This design comes from an exercise in tuning for small area on the open sky130 flow, not from production work.
The RTL was checked by simulation tests, not by an equivalence proof against the original design.

`design.v`:
```
`timescale 1ns/100ps
module satd_rca #(parameter W = 8) (
    input  [W-1:0] a,
    input  [W-1:0] b,
    input          ci,
    output [W-1:0] s
);
wire [W:0] c;
assign c[0] = ci;
genvar i;
generate
for (i = 0; i < W; i = i + 1) begin : bit_
    assign s[i]   = a[i] ^ b[i] ^ c[i];
    assign c[i+1] = (a[i] & b[i]) | (c[i] & (a[i] ^ b[i]));
end
endgenerate
endmodule
module satd_csa #(parameter W = 8) (
    input  [W-1:0] a,
    input  [W-1:0] b,
    input  [W-1:0] c,
    output [W-1:0] s,
    output [W-1:0] co
);
assign s  = a ^ b ^ c;
assign co = (a & b) | (c & (a ^ b));
endmodule
module fme_satd_8x8 (
    clk,
    rstn,
    cur_p0_i, cur_p1_i, cur_p2_i, cur_p3_i,
    cur_p4_i, cur_p5_i, cur_p6_i, cur_p7_i,
    sp0_i,    sp1_i,    sp2_i,    sp3_i,
    sp4_i,    sp5_i,    sp6_i,    sp7_i,
    sp_valid_i,
    satd_8x8_o,
    satd_8x8_valid_o
);
input                                 clk;
input                                 rstn;
input		[8-1  : 0] cur_p0_i, cur_p1_i, cur_p2_i, cur_p3_i;
input		[8-1  : 0] cur_p4_i, cur_p5_i, cur_p6_i, cur_p7_i;
input           [8-1  : 0] sp0_i,    sp1_i,    sp2_i,    sp3_i;
input           [8-1  : 0] sp4_i,    sp5_i,    sp6_i,    sp7_i;
input                                 sp_valid_i;
output          [17              : 0] satd_8x8_o;
output                                satd_8x8_valid_o;
reg  [2:0] cnt;           
reg        win;           
wire       adv = sp_valid_i | win;
always @(posedge clk or negedge rstn) begin
    if (~rstn) begin
        cnt <= 3'd0;
        win <= 1'b0;
    end else if (adv) begin
        cnt <= cnt + 3'd1;
        if (cnt == 3'd7) win <= sp_valid_i;
    end
end
reg        adv1;
reg  [1:0] cnt1;
reg  [2:0] load_d;        
reg  [3:0] done_d;        
always @(posedge clk) begin
    adv1   <= adv;
    cnt1   <= cnt[1:0];
    load_d <= {load_d[1:0], adv & (cnt == 3'd7)};
end
always @(posedge clk or negedge rstn) begin
    if (~rstn) done_d <= 4'd0;
    else       done_d <= {done_d[2:0], win & (cnt == 3'd6)};
end
assign satd_8x8_valid_o = done_d[3];
wire [8-1:0] cur [0:7];
wire [8-1:0] sp  [0:7];
assign cur[0] = cur_p0_i; assign cur[1] = cur_p1_i; assign cur[2] = cur_p2_i; assign cur[3] = cur_p3_i;
assign cur[4] = cur_p4_i; assign cur[5] = cur_p5_i; assign cur[6] = cur_p6_i; assign cur[7] = cur_p7_i;
assign sp[0]  = sp0_i;    assign sp[1]  = sp1_i;    assign sp[2]  = sp2_i;    assign sp[3]  = sp3_i;
assign sp[4]  = sp4_i;    assign sp[5]  = sp5_i;    assign sp[6]  = sp6_i;    assign sp[7]  = sp7_i;
reg  [9:0]  f1 [0:3][0:7];
reg  [10:0] f2 [0:1][0:7];
reg  [11:0] f3 [0:7];
reg  [9:0]  r1 [0:7];       
reg  [11:0] r2 [0:7];       
wire h1 = cnt[2];
wire h2 = cnt1[1];
wire h3 = cnt1[0];
genvar g;
generate
for (g = 0; g < 8; g = g + 1) begin : lane
    wire [8:0] x1;
    satd_rca #(9) u_d (.a({1'b0, cur[g]}), .b({1'b1, ~sp[g]}), .ci(1'b1), .s(x1));
    wire [9:0] x1e = {x1[8], x1};
    wire [9:0] o1, i1;
    satd_rca #(10) u_o1 (.a(f1[3][g]), .b(x1e & {10{h1}}),    .ci(1'b0), .s(o1));
    satd_rca #(10) u_i1 (.a(x1e),      .b(~f1[3][g] & {10{h1}}), .ci(h1), .s(i1));
    always @(posedge clk) begin
        if (adv) begin
            f1[0][g] <= i1;
            f1[1][g] <= f1[0][g];
            f1[2][g] <= f1[1][g];
            f1[3][g] <= f1[2][g];
        end
        r1[g] <= o1;
    end
    wire [10:0] x2e = {r1[g][9], r1[g]};
    wire [10:0] o2, i2;
    satd_rca #(11) u_o2 (.a(f2[1][g]), .b(x2e & {11{h2}}),    .ci(1'b0), .s(o2));
    satd_rca #(11) u_i2 (.a(x2e),      .b(~f2[1][g] & {11{h2}}), .ci(h2), .s(i2));
    always @(posedge clk) if (adv1) begin
        f2[0][g] <= i2;
        f2[1][g] <= f2[0][g];
    end
    wire [11:0] x3e = {o2[10], o2};
    wire [11:0] o3, i3;
    satd_rca #(12) u_o3 (.a(f3[g]), .b(x3e & {12{h3}}),    .ci(1'b0), .s(o3));
    satd_rca #(12) u_i3 (.a(x3e),   .b(~f3[g] & {12{h3}}), .ci(h3), .s(i3));
    always @(posedge clk) begin
        if (adv1) f3[g] <= i3;
        r2[g] <= o3;
    end
end
endgenerate
wire [12:0] a [0:7];
wire [13:0] b [0:7];
reg  [13:0] r3 [0:7];
generate
for (g = 0; g < 4; g = g + 1) begin : rs1
    satd_rca #(13) u_s (.a({r2[g][11], r2[g]}), .b({r2[g+4][11], r2[g+4]}),  .ci(1'b0), .s(a[g]));
    satd_rca #(13) u_d (.a({r2[g][11], r2[g]}), .b(~{r2[g+4][11], r2[g+4]}), .ci(1'b1), .s(a[g+4]));
end
for (g = 0; g < 4; g = g + 1) begin : rs2
    localparam integer I = (g < 2) ? g : g + 2;    
    wire [13:0] ae  = {a[I][12],   a[I]};
    wire [13:0] ae2 = {a[I+2][12], a[I+2]};
    satd_rca #(14) u_s (.a(ae), .b(ae2),  .ci(1'b0), .s(b[I]));
    satd_rca #(14) u_d (.a(ae), .b(~ae2), .ci(1'b1), .s(b[I+2]));
end
for (g = 0; g < 8; g = g + 1) begin : rr3
    always @(posedge clk) r3[g] <= b[g];
end
endgenerate
wire [12:0] mv [0:3];      
wire [3:0]  ms;            
generate
for (g = 0; g < 4; g = g + 1) begin : mx
    wire [13:0] p = r3[2*g];
    wire [13:0] q = r3[2*g+1];
    wire        same = ~(p[13] ^ q[13]);
    wire [13:0] qq = q ^ {14{same}};
    wire [14:0] c;                       
    assign c[0] = same;
    genvar k;
    for (k = 0; k < 14; k = k + 1) begin : ch
        assign c[k+1] = (p[k] & qq[k]) | (c[k] & (p[k] | qq[k]));
    end
    wire        selp = c[14] ^ p[13];
    wire [13:0] v = selp ? p : q;
    assign mv[g] = v[12:0] ^ {13{v[13]}};
    assign ms[g] = v[13];
end
endgenerate
wire        load = load_d[2];
reg  [15:0] accs, accc;
wire [15:0] sg = {accs[15:1] & {15{~load}}, accs[0] | load};
wire [15:0] cg = accc & {16{~load}};
wire [12:0] s1, k1;
satd_csa #(13) u_l1a (.a(mv[0]), .b(mv[1]), .c(mv[2]), .s(s1), .co(k1));
wire [15:0] s2, k2;
satd_csa #(16) u_l1b (.a({3'b000, mv[3]}), .b(sg), .c(cg), .s(s2), .co(k2));
wire [15:0] s3, k3;
satd_csa #(16) u_l2 (.a({3'b000, s1}), .b({2'b00, k1, ms[0]}), .c(s2), .s(s3), .co(k3));
wire [15:0] s4, k4;
satd_csa #(16) u_l3 (.a(s3), .b({k3[14:0], ms[1]}), .c({k2[14:0], ms[2]}), .s(s4), .co(k4));
always @(posedge clk) begin
    accs <= s4;
    accc <= {k4[14:0], ms[3]};
end
wire [15:0] acc = accs + accc;
assign satd_8x8_o = {3'b000, acc[15:1]};
endmodule
```
`flow/run.sh`:
```
#!/bin/bash
# Own layout flow: the standard layout (standard.sh) with three changes.
#  1. After the standard synthesis (unchanged), the combinational logic is mapped again
#     (post.tcl): registers, full/half adders and tie cells are kept as synthesized.
#  2. Port buffers use the smallest buffer cell (buffer_ports -buffer_cell).
#  3. Clock tree synthesis with clkbuf_8 buffers, sinks clustered by 16 within 75 um, and
#     no dummy loads.
# Each tool's output goes to its own log file in the work folder.
set -euo pipefail
W="$(cd "$(dirname "${BASH_SOURCE[0]}")/.." && pwd)"
cd "$W"
F="$W/flow"
PLAT="${FLOW_PLATFORM:-sky130hd}"
R="$W/orfs/results/$PLAT/fme_satd_8x8/base"
LIB="$FLOW_HOME/platforms/$PLAT/lib/sky130_fd_sc_hd__tt_025C_1v80.lib"
PORTBUF="BUFFER_PORTS_ARGS=-buffer_cell sky130_fd_sc_hd__buf_1"
# CTS as the standard flow runs it, with these settings and without dummy loads
CTS="CTS_ARGS=-sink_clustering_enable -repair_clock_nets -sink_clustering_size 18 -sink_clustering_max_diameter 75 -buf_list sky130_fd_sc_hd__clkbuf_8 -dont_use_dummy_load"

# 1. the standard synthesis
bash standard.sh "$PORTBUF" "$R/1_2_yosys.v" > "$W/log_1_synth.log" 2>&1
cp "$R/1_2_yosys.v" "$W/standard_1_2_yosys.v"

# 2. map the combinational logic again
P="$W/post"
mkdir -p "$P"
python3 "$F/gen_models.py" "$LIB" "$P/models.v" \
    sky130_fd_sc_hd__fa_1,sky130_fd_sc_hd__fa_2,sky130_fd_sc_hd__fa_4,sky130_fd_sc_hd__ha_1,sky130_fd_sc_hd__ha_2,sky130_fd_sc_hd__ha_4 \
    > "$W/log_2_models.log" 2>&1
POST_LIB="$LIB" POST_MODELS="$P/models.v" POST_NET="$W/standard_1_2_yosys.v" \
POST_TOP="${FLOW_TOP:-fme_satd_8x8}" POST_DIR="$P" POST_PY="$F/polarity.py" \
POST_ABC="$F/abc_area.script" POST_OUT="$P/1_2_yosys.v" \
    yosys -c "$F/post.tcl" > "$W/log_2_post.log" 2>&1
cp "$P/1_2_yosys.v" "$R/1_2_yosys.v"

# 3. the rest of the standard layout
bash standard.sh "$PORTBUF" "$CTS" finish > "$W/log_3_layout.log" 2>&1
```
`flow/abc_area.script`:
```
strash
dc2
dch
amap
topo
```
`flow/gen_models.py`:
```
#!/usr/bin/env python3
"""Write Verilog models of the library's single-output combinational cells (from their
liberty functions), and list the cells left as black boxes."""
import re, sys
lib, out = sys.argv[1], sys.argv[2]
keep_bb = set(sys.argv[3].split(',')) if len(sys.argv) > 3 else set()
t = open(lib).read()
# split into cell groups
starts = [m for m in re.finditer(r'\n\s*cell\s*\(\s*"?([\w]+)"?\s*\)\s*\{', t)]
mods = []
for i, m in enumerate(starts):
    name = m.group(1)
    body = t[m.end(): starts[i + 1].start() if i + 1 < len(starts) else len(t)]
    if name in keep_bb:
        continue
    if re.search(r'\b(ff|latch|statetable|ff_bank|latch_bank)\s*\(', body):
        continue
    pins = re.findall(r'\n\s*pin\s*\(\s*"?(\w+)"?\s*\)\s*\{(.*?)\n\s{8}\}', body, re.S)
    ins, outs = [], []
    for pn, pb in pins:
        d = re.search(r'direction\s*:\s*"?(\w+)"?', pb)
        if not d:
            continue
        f = re.search(r'function\s*:\s*"([^"]*)"', pb)
        if d.group(1) == 'input':
            ins.append(pn)
        elif d.group(1) == 'output':
            outs.append((pn, f.group(1) if f else None))
    if len(outs) != 1 or outs[0][1] is None or not ins:
        continue
    pn, fn = outs[0]
    if 'VPWR' in fn or 'VGND' in fn:
        continue
    expr = fn.replace('!', '~').replace('+', '|')
    mods.append(f"module {name} ({', '.join(ins + [pn])});\n" +
                ''.join(f"  input {x};\n" for x in ins) +
                f"  output {pn};\n  assign {pn} = {expr};\nendmodule\n")
open(out, 'w').write('\n'.join(mods))
print(len(mods), 'models')
```
`flow/polarity.py`:
```
#!/usr/bin/env python3
"""Choose, for each full-adder cell, whether to build it from inverted inputs (a full adder is
self-dual: FA(~a,~b,~c) = (~sum, ~cout)), so that fewer inverters sit between adder, flip-flop
and port pins. Works on a Yosys JSON netlist of generic gates plus library black boxes; a flipped
adder gets $_NOT_ cells on its inputs and outputs, which ABC then merges or cancels."""
import json, sys, collections, random
src, dst, top = sys.argv[1], sys.argv[2], sys.argv[3]
FA = {'sky130_fd_sc_hd__fa_1', 'sky130_fd_sc_hd__fa_2', 'sky130_fd_sc_hd__fa_4'}
d = json.load(open(src))
m = d['modules'][top]
cells = m['cells']
OUTP = {'SUM', 'COUT'}
# net -> driver (cell, pin) ; net -> loads
drv = {}
loads = collections.defaultdict(list)
for cn, c in cells.items():
    pd = c.get('port_directions', {})
    for p, bits in c['connections'].items():
        dirn = pd.get(p, 'input')
        for i, b in enumerate(bits):
            if isinstance(b, str):
                continue
            if dirn == 'output':
                drv[b] = (cn, p)
            else:
                loads[b].append((cn, p))
for pn, p in m['ports'].items():
    for b in p['bits']:
        if isinstance(b, str):
            continue
        if p['direction'] == 'input':
            drv[b] = ('$port', pn)
        else:
            loads[b].append(('$port', pn))

def kind(cn):
    if cn == '$port':
        return 'hard'
    t = cells[cn]['type']
    if t == '$_NOT_':
        return 'not'
    if t.startswith('$'):
        return 'soft'
    return 'hard'

fas = [cn for cn, c in cells.items() if c['type'] in FA]
# edges: trace each hard input pin back through NOT chains to its source net
# edge: (src_net, src_node or None, sink_node or None, parity)
edges = []
for cn, c in cells.items():
    if kind(cn) != 'hard':
        continue
    pd = c.get('port_directions', {})
    for p, bits in c['connections'].items():
        if pd.get(p, 'input') == 'output':
            continue
        for b in bits:
            if isinstance(b, str):
                continue
            par = 0
            n = b
            while n in drv and drv[n][0] != '$port' and kind(drv[n][0]) == 'not':
                n = cells[drv[n][0]]['connections']['A'][0]
                par ^= 1
                if isinstance(n, str):
                    break
            if isinstance(n, str) or n not in drv:
                continue
            sc, sp = drv[n]
            if sc != '$port' and kind(sc) != 'hard':
                continue
            edges.append((n, sc, cn, par))
# output ports
for pn, p in m['ports'].items():
    if p['direction'] != 'output':
        continue
    for b in p['bits']:
        if isinstance(b, str):
            continue
        par = 0
        n = b
        while n in drv and drv[n][0] != '$port' and kind(drv[n][0]) == 'not':
            n = cells[drv[n][0]]['connections']['A'][0]
            par ^= 1
            if isinstance(n, str):
                break
        if isinstance(n, str) or n not in drv:
            continue
        sc, sp = drv[n]
        if sc != '$port' and kind(sc) != 'hard':
            continue
        edges.append((n, sc, '$port', par))
faset = set(fas)
flip = {cn: 0 for cn in fas}
by_src = collections.defaultdict(list)
for e in edges:
    by_src[e[0]].append(e)
node_srcs = collections.defaultdict(set)
for e in edges:
    n, sc, sk, par = e
    if sc in faset:
        node_srcs[sc].add(n)
    if sk in faset:
        node_srcs[sk].add(n)

def fl(x):
    return flip.get(x, 0)

def src_cost(n):
    need = set()
    for (_, sc, sk, par) in by_src[n]:
        need.add(par ^ fl(sc) ^ fl(sk))
    return 1 if 1 in need else 0

def total():
    return sum(src_cost(n) for n in by_src)

before = total()
# carry chains: adders joined COUT -> CIN flip together
adj = collections.defaultdict(set)
for (n, sc, sk, par) in edges:
    if sc in faset and sk in faset and cells[sc]['connections'].get('COUT', [None])[0] == n \
            and (par ^ fl(sc) ^ fl(sk)) == 0:
        adj[sc].add(sk); adj[sk].add(sc)
group = {}
groups = []
for x in fas:
    if x in group:
        continue
    st = [x]; grp = []
    group[x] = len(groups)
    while st:
        y = st.pop(); grp.append(y)
        for z in adj[y]:
            if z not in group:
                group[z] = len(groups); st.append(z)
    groups.append(grp)
gsrcs = [set().union(*(node_srcs[x] for x in g)) for g in groups]
# neighbouring groups: share a source net
src_groups = collections.defaultdict(set)
for gi, ss in enumerate(gsrcs):
    for n in ss:
        src_groups[n].add(gi)
gnb = [set() for _ in groups]
for n, gs in src_groups.items():
    for gi in gs:
        gnb[gi] |= gs
for gi in range(len(groups)):
    gnb[gi].discard(gi)

def flip_groups(gl):
    for gi in gl:
        for x in groups[gi]:
            flip[x] ^= 1

def try_move(gl):
    srcs = set().union(*(gsrcs[gi] for gi in gl))
    old = sum(src_cost(n) for n in srcs)
    flip_groups(gl)
    new = sum(src_cost(n) for n in srcs)
    if new < old:
        return True
    flip_groups(gl)
    return False

def single_moves():
    ch = False
    for x in fas:
        srcs = node_srcs[x]
        old = sum(src_cost(n) for n in srcs)
        flip[x] ^= 1
        new = sum(src_cost(n) for n in srcs)
        if new < old:
            ch = True
        else:
            flip[x] ^= 1
    return ch

for rnd in range(30):
    changed = single_moves()
    for gi in range(len(groups)):
        if try_move([gi]):
            changed = True
    for gi in range(len(groups)):
        for gj in gnb[gi]:
            if gj > gi and try_move([gi, gj]):
                changed = True
    for gi in range(len(groups)):
        nb = sorted(gnb[gi])
        for a_ in range(len(nb)):
            for b_ in range(a_ + 1, len(nb)):
                if try_move([gi, nb[a_], nb[b_]]):
                    changed = True
    if not changed:
        break
after = total()
# rewrite flipped adders
nxt = [max([b for nn in m['netnames'].values() for b in nn['bits'] if not isinstance(b, str)] + [0]) + 1]
def newnet():
    nxt[0] += 1
    return nxt[0]
k = 0
def add_not(a, y):
    global k
    k += 1
    cells[f'$pol$not${k}'] = {'hide_name': 1, 'type': '$_NOT_', 'parameters': {}, 'attributes': {},
                              'port_directions': {'A': 'input', 'Y': 'output'},
                              'connections': {'A': [a], 'Y': [y]}}
nflip = 0
for x in fas:
    if not flip[x]:
        continue
    nflip += 1
    c = cells[x]
    for p in ('A', 'B', 'CIN'):
        a = c['connections'][p][0]
        y = newnet()
        if isinstance(a, str):
            y = '1' if a == '0' else '0' if a == '1' else a
        else:
            add_not(a, y)
        c['connections'][p] = [y]
    for p in ('SUM', 'COUT'):
        yo = c['connections'][p][0]
        if isinstance(yo, str):
            continue
        a = newnet()
        c['connections'][p] = [a]
        add_not(a, yo)
# collapse NOT(NOT(x)) -> x for loads that are cell pins
drv2 = {}
for cn, c in cells.items():
    pd = c.get('port_directions', {})
    for p, bits in c['connections'].items():
        if pd.get(p, 'input') == 'output':
            for b in bits:
                if not isinstance(b, str):
                    drv2[b] = cn
outbits = set(b for p in m['ports'].values() if p['direction'] == 'output' for b in p['bits'])
nfold = 0
for cn, c in list(cells.items()):
    if c['type'] != '$_NOT_':
        continue
    a = c['connections']['A'][0]
    n1 = drv2.get(a)
    if n1 is None or cells[n1]['type'] != '$_NOT_':
        continue
    s0 = cells[n1]['connections']['A'][0]
    y = c['connections']['Y'][0]
    if y in outbits:
        continue
    for cn2, c2 in cells.items():
        pd = c2.get('port_directions', {})
        for p, bits in c2['connections'].items():
            if pd.get(p, 'input') != 'output' and y in bits:
                c2['connections'][p] = [s0 if b == y else b for b in bits]
    nfold += 1
print('folded', nfold, 'double inverters')
json.dump({'creator': d.get('creator',''), 'modules': {top: m}}, open(dst, 'w'))
print(f'polarity: {len(fas)} adders, {len(edges)} edges, inverter estimate {before} -> {after}, flipped {nflip}')
```
`flow/post.tcl`:
```
# Re-map the combinational logic of the standard synthesis netlist. Flip-flops, full and half
# adders and tie cells stay exactly as synthesized (same instances, names and cell types); every
# other cell is turned back into gates (models.v, from the library's functions), polarity.py
# chooses each full adder's polarity to save inverters, and ABC maps the gates again with an
# area-oriented script.
set lib $::env(POST_LIB)
yosys read_liberty -lib $lib
yosys read_verilog -overwrite $::env(POST_MODELS)
yosys read_verilog $::env(POST_NET)
yosys hierarchy -top $::env(POST_TOP)
yosys flatten
yosys proc
yosys opt_clean
yosys techmap
yosys opt -fast
yosys opt_clean -purge
yosys write_json $::env(POST_DIR)/pre.json
exec python3 $::env(POST_PY) $::env(POST_DIR)/pre.json $::env(POST_DIR)/post.json $::env(POST_TOP) >@ stdout
yosys delete $::env(POST_TOP)
yosys read_json $::env(POST_DIR)/post.json
yosys hierarchy -top $::env(POST_TOP)
yosys opt_clean
yosys abc -script $::env(POST_ABC) -liberty $lib -dont_use sky130_fd_sc_hd__probe_p_8 -dont_use sky130_fd_sc_hd__probec_p_8 -dont_use sky130_fd_sc_hd__lpflow_*
yosys opt_clean -purge
yosys hilomap -singleton -hicell sky130_fd_sc_hd__conb_1 HI -locell sky130_fd_sc_hd__conb_1 LO
yosys splitnets
yosys opt_clean -purge
yosys tee -o $::env(POST_DIR)/post_stat.txt stat -liberty $lib
yosys write_verilog -noattr -nohex -nodec $::env(POST_OUT)
```
`standard.sh`:
```
#!/bin/bash
# synth_recipe.tcl (not shown) runs the flow's synth.tcl, then flattens the netlist and writes it again
# the make line also repeats each setting of config.mk as NAME=value (left out here)
make -C /OpenROAD-flow-scripts/flow DESIGN_CONFIG=/design/flow/config.mk WORK_HOME=/design/flow/orfs CLKGATE_MAP_FILE= SYNTH_SCRIPT=/design/flow/synth_recipe.tcl "${@:-finish}"
```
`config.mk`:
```
export PLATFORM = sky130hd
export DESIGN_NAME = fme_satd_8x8
export DESIGN_NICKNAME = fme_satd_8x8
export VERILOG_FILES = /design/flow/design.v
export SDC_FILE = /design/flow/constraint.sdc
export NUM_CORES = 4
export LEC_CHECK = 0
export CAP_MARGIN = 20
export CORE_MARGIN = 2
export CORE_UTILIZATION = 70
export SLEW_MARGIN = 20
```
`constraint.sdc`:
```
create_clock -name core_clock -period 7.0 [get_ports {clk}]
set_input_delay 1.4000 -clock core_clock [delete_from_list [all_inputs] [get_ports {clk}]]
set_output_delay 1.4000 -clock core_clock [all_outputs]
set_load 0.01 [all_outputs]
```
==> results.txt <==
-- cell type report --
cell class	instances	share of cell area [%]
antenna	1	0.00496
timing repair buffer	196	1.88
sequential	922	48.4
tap	873	2.16
timing repair inverter	1	0.0173
multi-input combinational	1987	43.4
inverter	337	2.57
clock buffer	58	1.58
-- state kept, by name, indices dropped and copies added (netlist names) --
signal and flops:
r1 80, done_d 4, adv1 1, f1 320, cnt 3, win 1, cnt1 2, f2 176
r2 96, f3 96, accc 16, accs 16, r3 108, load_d 3
-- critical path, stage by stage (launching register included) --
cell,delay [ns]
dfxtp_4,0.40
clkinv_8,0.16
nor2b_1,0.18
ha_1,0.27
fa_1,0.40
fa_1,0.48
fa_1,0.47
fa_1,0.46
fa_1,0.47
fa_1,0.48
fa_1,0.46
fa_1,0.46
fa_1,0.46
fa_1,0.46
fa_1,0.45
nor2_1,0.11
a21oi_1,0.06
nand2_1,0.07
o21ai_0,0.08
-- metal layers --
layer / GRT usage [%] / routed length (um)
met1: 38.9 / 37300
met2: 41.7 / 41700
met3: 4.52 / 5060
met4: 7.96 / 2960
met5: 0 / 27
-- worst max path at each step --
stage                 from   endpoint  slack, ns  cells past startpoint
6_report           cnt1[1]  f3[6][11]       0.36                     18
5_1_grt            cnt1[1]  f3[1][11]       0.02                     18
4_1_cts            cnt1[1]  f3[1][11]       0.24                     18
3_5_place_dp   cur_p3_i[0]   f1[3][9]       0.21                     17
3_3_place_gp   cur_p0_i[0]   f1[0][9]       0.42                     17
2_1_floorplan       cnt[2]   f1[1][9]       0.02                     15
-- what timing repair did --
item	4_1_cts	5_1_grt
resized for setup	0	3
setup buffers	0	1
setup endpoints to repair	0	16
hold buffers	0	0
-- layout by cell type, fill, tap and decap left out, drive strengths merged, types with 19 or more instances in the layout --
cell type,instances
a21oi,159
a221oi,19
a222oi,37
buf,196
clkbuf,58
clkinv,336
dfxtp,322
edfxtp,592
fa,751
ha,68
nand2,24
nor2,505
nor2b,248
o21a,19
o21ai,29
o22ai,55
-- through the flow --
stage / cell area (sq um) / util (%)
3_3_place_gp: 49700 / 73.8
4_1_cts: 50500 / 75.0
6_report: 50500 / 75.1
5_1_grt: 50500 / 75.1
3_5_place_dp: 49700 / 73.8
2_1_floorplan: 47600 / -
==> impl_metrics.csv <==
group,metric,value,unit
outcome,status,"no timing/DRC/antenna violations",
critical_path,cp.arrival,7.10,ns
timing,fin_crit,6.64,ns
hold_path,min_path_type,"flip-flop to flip-flop",
layout,fin_cells,4375,
floorplan,die_y,265,um
logic_synthesis,synth_area,0.0476,sq mm
routing,drc_errors,0,
logic_synthesis,avgSynthCellArea,14.7,sq um
critical_path,rr_worst_depth,18,
critical_path,reg2reg_from,"cnt1[1]",
placement,dpl.hpwl,66.3,mm
routing,wl_per_cell,19.9,um
flow_run,drv_cap,0,
critical_path,end_kind,"flip-flop",
cts,cts_buffers,58,
cts,clk_latency,0.72,ns
timing,timing.fmax,0.151,GHz
routing,routed_wl,87.1,mm
timing,max_slew.worst_pin.slew,1.12,ns
layout,multi_input_area,0.0219,sq mm
layout,nFillCells,4205,
routing,antenna_left,0,
critical_path,cp-start-kind,"flip-flop",
cts,cts_tree,"done",
critical_path,path_class,"flip-flop to flip-flop",
global_routing,grt_overflow_total,0,
global_routing,first_global_vias,27000,
floorplan,die_area,0.0701,sq mm
timing,timing.slew.headroom,25.0,%
hold_path,hold_end,"load_d[2]",
floorplan,io_pins,150,
placement,dp_worst_setup_slack,0.212,ns
timing,slew_viol_final,0,
layout,layout-drive-gt1-share,3.34,%
hold_path,timing.hold.worst.start,"load_d[1]",
layout,fin_nets,4453,
placement,place_inst,4314,
layout,syn_to_final_growth,6.08,%
layout,seq_area,0.0244,sq mm
cts,cts.sink_count,922,
timing,setup_tns,0,ns
global_routing,grt_max_degree,172,
floorplan,num_rows,95,
critical_path,r2r_setup_slack,0.36,ns
timing,finClkSkew,0.0438,ns
global_routing,antenna_found_initial,3,
logic_synthesis,yosysWarnings,13,
timing,setup_viol,0,
cts,root_buffer,"clkbuf_8",
routing,routed_via_density,5.65,
timing,period_share,94.9,%
cts,htreeDepth,2,
floorplan,dieWidth,265,um
cts,clk_pin_slew,0.11,ns
timing,fin_ws,0.357,ns
placement,port_buffers,146,
timing,rsz0062_at_grt,"no",
critical_path,worstPathMaxFanout,19,
hold_path,whs_path_depth,0,
floorplan,start_util,70.8,%
timing,hold_viol_final,0,
critical_path,cp.required,7.46,ns
placement,gp_congestion,0.901,
routing,first_iter_violations,2000,
timing,hold_slack,0.333,ns
floorplan,coreArea,0.0673,sq mm
global_routing,grt_use_total,26.4,%
critical_path,r2r_end,"f3[6][11]",
global_routing,grt_pass1_wl,142,mm
routing,vias,24700,
logic_synthesis,syn_inst,3247,
cts,cts.path.max_buffers,3,
routing,drt_pass1_iterations,6,

-- separate check: timing with driven ports --
The flow's constraints put no driver on any port. The routed layout listed below was extracted and timed again, unchanged, in two steps.
Step 1 sets driving cells, clkbuf_16 on the clock port and buf_2 on the other inputs (assumed; they add their load-dependent delay and slew).
Step 2, shift: input delay + t, output delay - t, t = (earliest + latest rising clock arrival at the registers) / 2. This alone moves slack from input paths to output paths.
Slacks: no drivers / after step 1 / after step 2; pairs: no drivers / after step 1.
t, ns: 0.760
setup WS [ns]: 0.357 / 0.357 / 0.202
latest minus earliest clock arrival (ns): 0.057 / 0.057
slew at the worst register clock pin (ns): 0.12 / 0.12
cell pins on the clock port's net: 1
After both steps setup and hold are still met in this run. For this run, drivers alone change the setup slack by 0.000 ns; drivers and shift together by -0.155 ns.
